Source: an optimization exercise on an open RTL-to-GDS flow (aim: a short achievable clock period and few clock cycles). Production flows keep margins and buffers that such runs may drop.
Function was checked by simulation only, so behaviour that the tests miss may differ from the original.
Power figures rest on the tool's default switching activity, not on a simulated workload.

--- flow/config.mk ---
export PLATFORM = sky130hd
export DESIGN_NAME = main
export DESIGN_NICKNAME = main
export VERILOG_FILES = /design/flow/design.v
export SDC_FILE = /design/flow/constraint.sdc
export NUM_CORES = 4
export LEC_CHECK = 0
export CAP_MARGIN = 20
export CORE_MARGIN = 2
export CORE_UTILIZATION = 40
export PLACE_DENSITY = 0.6
export SETUP_SLACK_MARGIN = 0.2
export SLEW_MARGIN = 20
--- flow/constraint.sdc ---
create_clock -name core_clock -period 11.0 [get_ports {Clock}]
set_input_delay 2.2000 -clock core_clock [delete_from_list [all_inputs] [get_ports {Clock}]]
set_output_delay 2.2000 -clock core_clock [all_outputs]
set_load 0.01 [all_outputs]
--- flow/design.v ---
module main(Clock,Reset,imem_addr,imem_data,dmem_we,dmem_addr,dmem_wdata);
    input Clock,Reset;
    output [31:0] imem_addr;
    input  [31:0] imem_data;
    output dmem_we;
    output [31:0] dmem_addr,dmem_wdata;
    reg [31:0] RFReg [0:31];
    reg [31:0] mem   [0:31];
    reg  [29:0] pc;                       
    wire [29:0] pc4 = pc + 30'd1;
    wire [31:0] ins = imem_data;
    wire [5:0] op = ins[31:26];
    wire [4:0] rs = ins[25:21];
    wire [4:0] rt = ins[20:16];
    wire [4:0] rd = ins[15:11];
    wire [5:0] fn = ins[5:0];
    wire [15:0] imm = ins[15:0];
    wire f_r     = (op == 6'h00);
    wire f_addiu = (op == 6'h09);
    wire f_andi  = (op == 6'h0C);
    wire f_ori   = (op == 6'h0D);
    wire f_slti  = (op == 6'h0A);
    wire f_lw    = (op == 6'h23);
    wire f_sw    = (op == 6'h2B);
    wire f_beq   = (op == 6'h04);
    wire f_bne   = (op == 6'h05);
    wire f_j     = (op == 6'h02);
    wire r_add = f_r & ~(fn == 6'h21 | fn == 6'h22 | fn == 6'h24 | fn == 6'h25 |
                         fn == 6'h26 | fn == 6'h27 | fn == 6'h2A);
    wire r_not = f_r & (fn == 6'h21);
    wire r_sub = f_r & (fn == 6'h22);
    wire r_and = f_r & (fn == 6'h24);
    wire r_or  = f_r & (fn == 6'h25);
    wire r_xor = f_r & (fn == 6'h26);
    wire r_nor = f_r & (fn == 6'h27);
    wire r_slt = f_r & (fn == 6'h2A);
    wire        f_zext = f_andi | f_ori;
    wire [31:0] f_imm  = {{16{imm[15] & ~f_zext}}, imm};
    wire        f_we   = f_r | f_addiu | f_andi | f_ori | f_slti | f_lw;
    wire [4:0]  f_dst  = f_r ? rd : rt;
    wire        same   = (rs == rt);
    wire        f_predt = (f_beq & same) | (f_bne & ~same);
    wire [10:0] tlow   = {1'b0, pc4[9:0]} + {1'b0, imm[9:0]};
    wire        f_exact = tlow[10] ? (imm[15:10] == 6'h3F) : (imm[15:10] == 6'h00);
    wire        f_imm0 = (imm == 16'd0);
    reg         x_valid;
    reg  [31:0] x_a, x_b, x_imm;
    reg         x_fa, x_fb;
    reg         x_useimm;
    reg         x_add, x_sub, x_and, x_or, x_xor, x_nor, x_not, x_slt, x_lw;
    reg         x_sw, x_beq, x_bne, x_we;
    reg  [4:0]  x_dst;
    reg         x_predt, x_exact, x_imm0;
    reg  [29:0] x_pc4;
    reg  [31:0] last_res;
    wire [31:0] a  = x_fa ? last_res : x_a;
    wire [31:0] bv = x_fb ? last_res : x_b;
    wire [31:0] b  = x_useimm ? x_imm : bv;
    wire [31:0] sum  = a + b;
    wire [32:0] diff = {1'b0, a} - {1'b0, b};
    wire        ltu  = diff[32];
    wire [4:0]  didx = a[4:0] + x_imm[4:0];
    wire [31:0] ld   = mem[didx];
    wire [31:0] res = ({32{x_add}} & sum)
                    | ({32{x_sub}} & diff[31:0])
                    | ({32{x_and}} & (a & b))
                    | ({32{x_or}}  & (a | b))
                    | ({32{x_xor}} & (a ^ b))
                    | ({32{x_nor}} & ~(a | b))
                    | ({32{x_not}} & ~a)
                    | {31'd0, x_slt & ltu}
                    | ({32{x_lw}}  & ld);
    wire eq    = (a == bv);
    wire taken = (x_beq & eq) | (x_bne & ~eq);
    wire okt   = x_predt ? x_exact : x_imm0;
    wire oknt  = ~x_predt | x_imm0;
    wire mispredict = x_valid & (x_beq | x_bne) & (taken ? ~okt : ~oknt);
    wire [29:0] btgt  = x_pc4 + {{14{x_imm[15]}}, x_imm[15:0]};
    wire [29:0] fixpc = taken ? btgt : x_pc4;
    always @(posedge Clock or posedge Reset) begin
        if (Reset)
            pc <= 30'd0;
        else if (mispredict)
            pc <= fixpc;
        else if (f_j)
            pc <= {pc4[29:26], ins[25:0]};
        else if (f_predt)
            pc <= {pc4[29:10], tlow[9:0]};
        else
            pc <= pc4;
    end
    assign imem_addr = {pc, 2'b00};
    reg dwe;
    always @(posedge Clock or posedge Reset) begin
        if (Reset) begin
            x_valid <= 1'b0;
            dwe     <= 1'b0;
        end else begin
            x_valid <= ~mispredict;
            dwe     <= x_valid & x_sw;
        end
    end
    always @(posedge Clock) begin
        x_a      <= RFReg[rs];
        x_b      <= RFReg[rt];
        x_imm    <= f_imm;
        x_fa     <= x_valid & x_we & (x_dst == rs);
        x_fb     <= x_valid & x_we & (x_dst == rt);
        x_useimm <= ~f_r;
        x_add    <= r_add | f_addiu | f_sw;
        x_sub    <= r_sub;
        x_and    <= r_and | f_andi;
        x_or     <= r_or | f_ori;
        x_xor    <= r_xor;
        x_nor    <= r_nor;
        x_not    <= r_not;
        x_slt    <= r_slt | f_slti;
        x_lw     <= f_lw;
        x_sw     <= f_sw;
        x_beq    <= f_beq;
        x_bne    <= f_bne;
        x_we     <= f_we;
        x_dst    <= f_dst;
        x_predt  <= f_predt;
        x_exact  <= f_exact;
        x_imm0   <= f_imm0;
        x_pc4    <= pc4;
    end
    reg [31:0] daddr, dwdata;
    always @(posedge Clock) begin
        last_res <= res;
        daddr    <= sum;
        dwdata   <= bv;
        if (x_valid & x_we)
            RFReg[x_dst] <= res;
        if (x_valid & x_sw)
            mem[didx] <= bv;
    end
    assign dmem_we    = dwe;
    assign dmem_addr  = daddr;
    assign dmem_wdata = dwdata;
endmodule
--- flow/run.sh ---
#!/bin/bash
# synth_recipe.tcl (not shown) runs the flow's synth.tcl, then flattens the netlist and writes it again
# the make line also repeats each setting of config.mk as NAME=value (left out here)
make -C /OpenROAD-flow-scripts/flow DESIGN_CONFIG=/design/flow/config.mk WORK_HOME=/design/flow/orfs CLKGATE_MAP_FILE= SYNTH_SCRIPT=/design/flow/synth_recipe.tcl finish
==> impl_metrics.csv <==
group,metric,value,unit
placement,gp_congestion,0.921,
clock_network,cts_tree,"built",
critical_path,cp-start-kind,"register",
synth,yosysTopAreaCell,"edfxtp_1",
synth,yosysWarningCount,1,
clock_network,clock-sinks,2311,
floorplan,io_pins,131,
power,leakagePower,37.7,nW
clock_network,numCtsBuffers,239,
final_layout,mostFrequentLayoutCells,"edfxtp_1 (2,048), mux4_2 (905), clkbuf_16 (239), nand2_1 (238), dfxtp_1 (227)",
global_route,grt_overflow,0,
drt,drc,0,
synth,synthCells,5581,
synth,ys_seq_area_share,65.4,%
final_layout,layout_commonest_cell,"edfxtp_1",
critical_path,endpoint_kind,"register",
floorplan,fp.dieW,510,um
final_layout,syn2layout_area_growth,13.8,%
global_route,grt_pass1_wl,436000,um
final_layout,final_cells,9351,
sta,fin_crit,7.08,ns
clock_network,cts_resized,0,
floorplan,dieArea,0.260,sq mm
synth,synth-seq-cells,2311,
synth,synth_top_cell_area_share,60.1,%
synth,syn_area_per_cell,18.3,sq um
drt,drt-initial-drc-count,6937,
sta,tightest_slew,1.23,ns
placement,dpl.cell_count,8879,
critical_path,crit_arrival,7.72,ns
drt,ant_nets,0,
drt,viasPerCell,6.13,
final_layout,nNetsFinal,5933,
synth,netlist_area,0.102,sq mm
global_route,use_met1,31.9,%
hold_path,hp-class,"register to register",
sta,fmax,141,MHz
floorplan,core_area,0.254,sq mm
drt,routedWlPerCell,33.0,um
placement,dp_hpwl,182000,um
global_route,met3_usage,3.57,%
sta,rsz0062_at_grt,"no",
synth,synthTopCellsByArea,"edfxtp_1 (60%), mux4_2 (20%), dfxtp_1 (4.5%)",
hold_path,holdPathStages,2,
outcome,status,"finished clean",
critical_path,endpoint,"RFReg[19][24]",
floorplan,die_y,510,um
clock_network,cts_setup_buffers,0,
synth,ys.flop_type,"edfxtp_1",
clock_network,cts-htree-levels,4,
synth,ys_async_sr_fraction,1.38,%
drt,drtPass1Iterations,6,
clock_network,insertion_delay,0.92,ns
floorplan,rows,185,
sta,drv_slew,0,
floorplan,start_util,40.2,%
global_route,grt_pass1_vias,57700,
synth,synthDistinctLibCells,79,
global_route,grt_use_total,23.6,%
critical_path,r2r_start,"x_fa",
power,vdd_drop_max,0.152,mV
clock_network,hold_buffers,0,
sta,hold_violations,0,
power,power.density,192,mW/mm^2
final_layout,drive_above_1_share,28.4,%
critical_path,crit_start,"x_fa",
critical_path,rr_worst_depth,18,
global_route,met2_usage,38.9,%
global_route,top_usage_layer,"met2",
synth,synth_edf_count,2048,
clock_network,cts_root_buffer,"clkbuf_16",
clock_network,cts.clk_slew.worst_paths,0.06,ns
critical_path,path_max_fanout,39,
sta,relSlewSlack,17.8,%
sta,finalSetupTns,0,ns
global_route,grt_max_degree,135,
critical_path,r2r_setup_slack,3.92,ns
drt,via_count,57300,
critical_path,r2r_end,"RFReg[19][24]",
flow_run,cap_violations,0,
sta,holdWs,0.481,ns
global_route,antenna_found_initial,17,
drt,finalWirelength,308000,um
critical_path,required,11.64,ns
sta,fin_skew,0.0658,ns
placement,port_buffers,128,
clock_network,clockBufferDepth,3,
power,totalPowerFinal,22.3,mW
critical_path,criticalPathCategory,"register to register",
sta,fin_crit_sh,64.4,%
sta,setup_viol,0,
-- synthesized netlist by cell type (all sizes together) (99+ instances only) --
master     n
buf      138
dfxtp    231
nor2     239
mux2i     99
nand2    239
mux4     905
clkbuf   214
a21oi    150
inv      112
o21ai    117
ha       140
edfxtp  2048
mux2     114
xnor2    137
-- worst min path at each step --
stage | from | to | slack, ns
detailed placement | x_pc4[29] | pc[29] | 0.47
CTS | x_pc4[29] | pc[29] | 0.48
finish | x_pc4[29] | pc[29] | 0.48
floorplan | x_pc4[17] | pc[17] | 0.45
global route | x_pc4[17] | pc[17] | 0.51
global placement | x_pc4[29] | pc[29] | 0.48
-- worst max-delay path: stages (launching register included) --
cell	delay [ns]
dfxtp_2	0.31
buf_4	0.51
mux2i_1	0.57
inv_1	0.19
ha_4	0.21
fa_4	0.54
a21o_1	0.19
a21oi_1	0.62
xnor2_4	0.17
buf_4	0.36
buf_4	0.52
nand3_1	0.57
o21ai_0	0.36
a31oi_1	0.11
a221o_1	0.38
a211oi_1	0.39
mux2_2	0.24
o22ai_2	0.22
buf_6	0.26
-- sequential cells by signal, indices dropped and copies added (netlist names), 5 cells and up --
| signal | flops |
|---|---|
| dwdata | 32 |
| mem | 1024 |
| x_b | 32 |
| daddr | 32 |
| RFReg | 1024 |
| x_imm | 17 |
| last_res | 32 |
| x_dst | 5 |
| x_a | 32 |
| pc | 30 |
| x_pc4 | 30 |
-- per-layer routing --
metal | share of wire, % | vias to the layer above
met5 | 0.0042 | -
met4 | 3.8 | 2
met3 | 7.6 | 468
met2 | 49 | 2637
met1 | 39 | 30800
li1 | - | 23300
-- cell families after synthesis --
| family | synth area share (%) |
|---|---|
| AO/OA/AOI/OAI | 3.83 |
| XOR/XNOR | 1.81 |
| adder cells (fa/ha/maj) | 1.81 |
| buffers and inverters | 1.81 |
| flip-flops | 65.4 |
| multiplexers | 22.1 |
| other | 0.00366 |
| AND/OR/NAND/NOR | 3.22 |
-- power breakdown --
part	switching [mW]	internal (mW)	total [mW]
combinational	2.42	1.51	3.93
clock	3.56	4.68	8.24
sequential	0.215	9.93	10.1
-- per-stage QoR --
stage | util, % | setup slack (ns) | cell area [sq um]
2_1_floorplan | - | 4.85 | 102000
6_report | 45.8 | 3.92 | 117000
3_5_place_dp | 42.6 | 4.02 | 108000
5_1_grt | 45.8 | 3.68 | 117000
3_3_place_gp | 42.6 | 4.03 | 108000
4_1_cts | 45.8 | 3.96 | 116000
-- layout make-up --
cell class | instances | area [sq um]
antenna | 16 | 40.0
clock buffer | 313 | 6500
clock inverter | 143 | 1540
fill | 21400 | 138000
inverter | 115 | 432
multi-input combinational | 2804 | 34300
sequential | 2311 | 66900
tap | 3366 | 4210
timing repair buffer | 283 | 2560
Testbench counts, summed over its fixed seeds: cycles 13,711.

==> what the ideal ports hide <==
The flow's constraints put no driver on any port. The routed layout listed below was extracted and timed again, unchanged, in two steps.
Step 1: set_driving_cell puts a clkbuf_16 on Clock and a buf_2 on each other input, an assumption about the parent block.
Step 2 moves the port delays by t, midway between the first and last clock arrival at a register: inputs arrive t later, outputs are due t later. That takes back most of the time a late clock gives input paths.
a / b / c = ideal ports / drivers / drivers and shift; a / b = the first two.
t, ns: 0.976
setup slack, ns: 3.917 / 3.917 / 3.917
hold slack, ns: 0.481 / 0.481 / 0.481
worst setup path after step 2: register to register
pins driven straight from the clock port: 1
After both steps setup and hold are still met in this run. For this run, drivers alone change the setup slack by 0.000 ns; drivers and shift together by 0.000 ns.
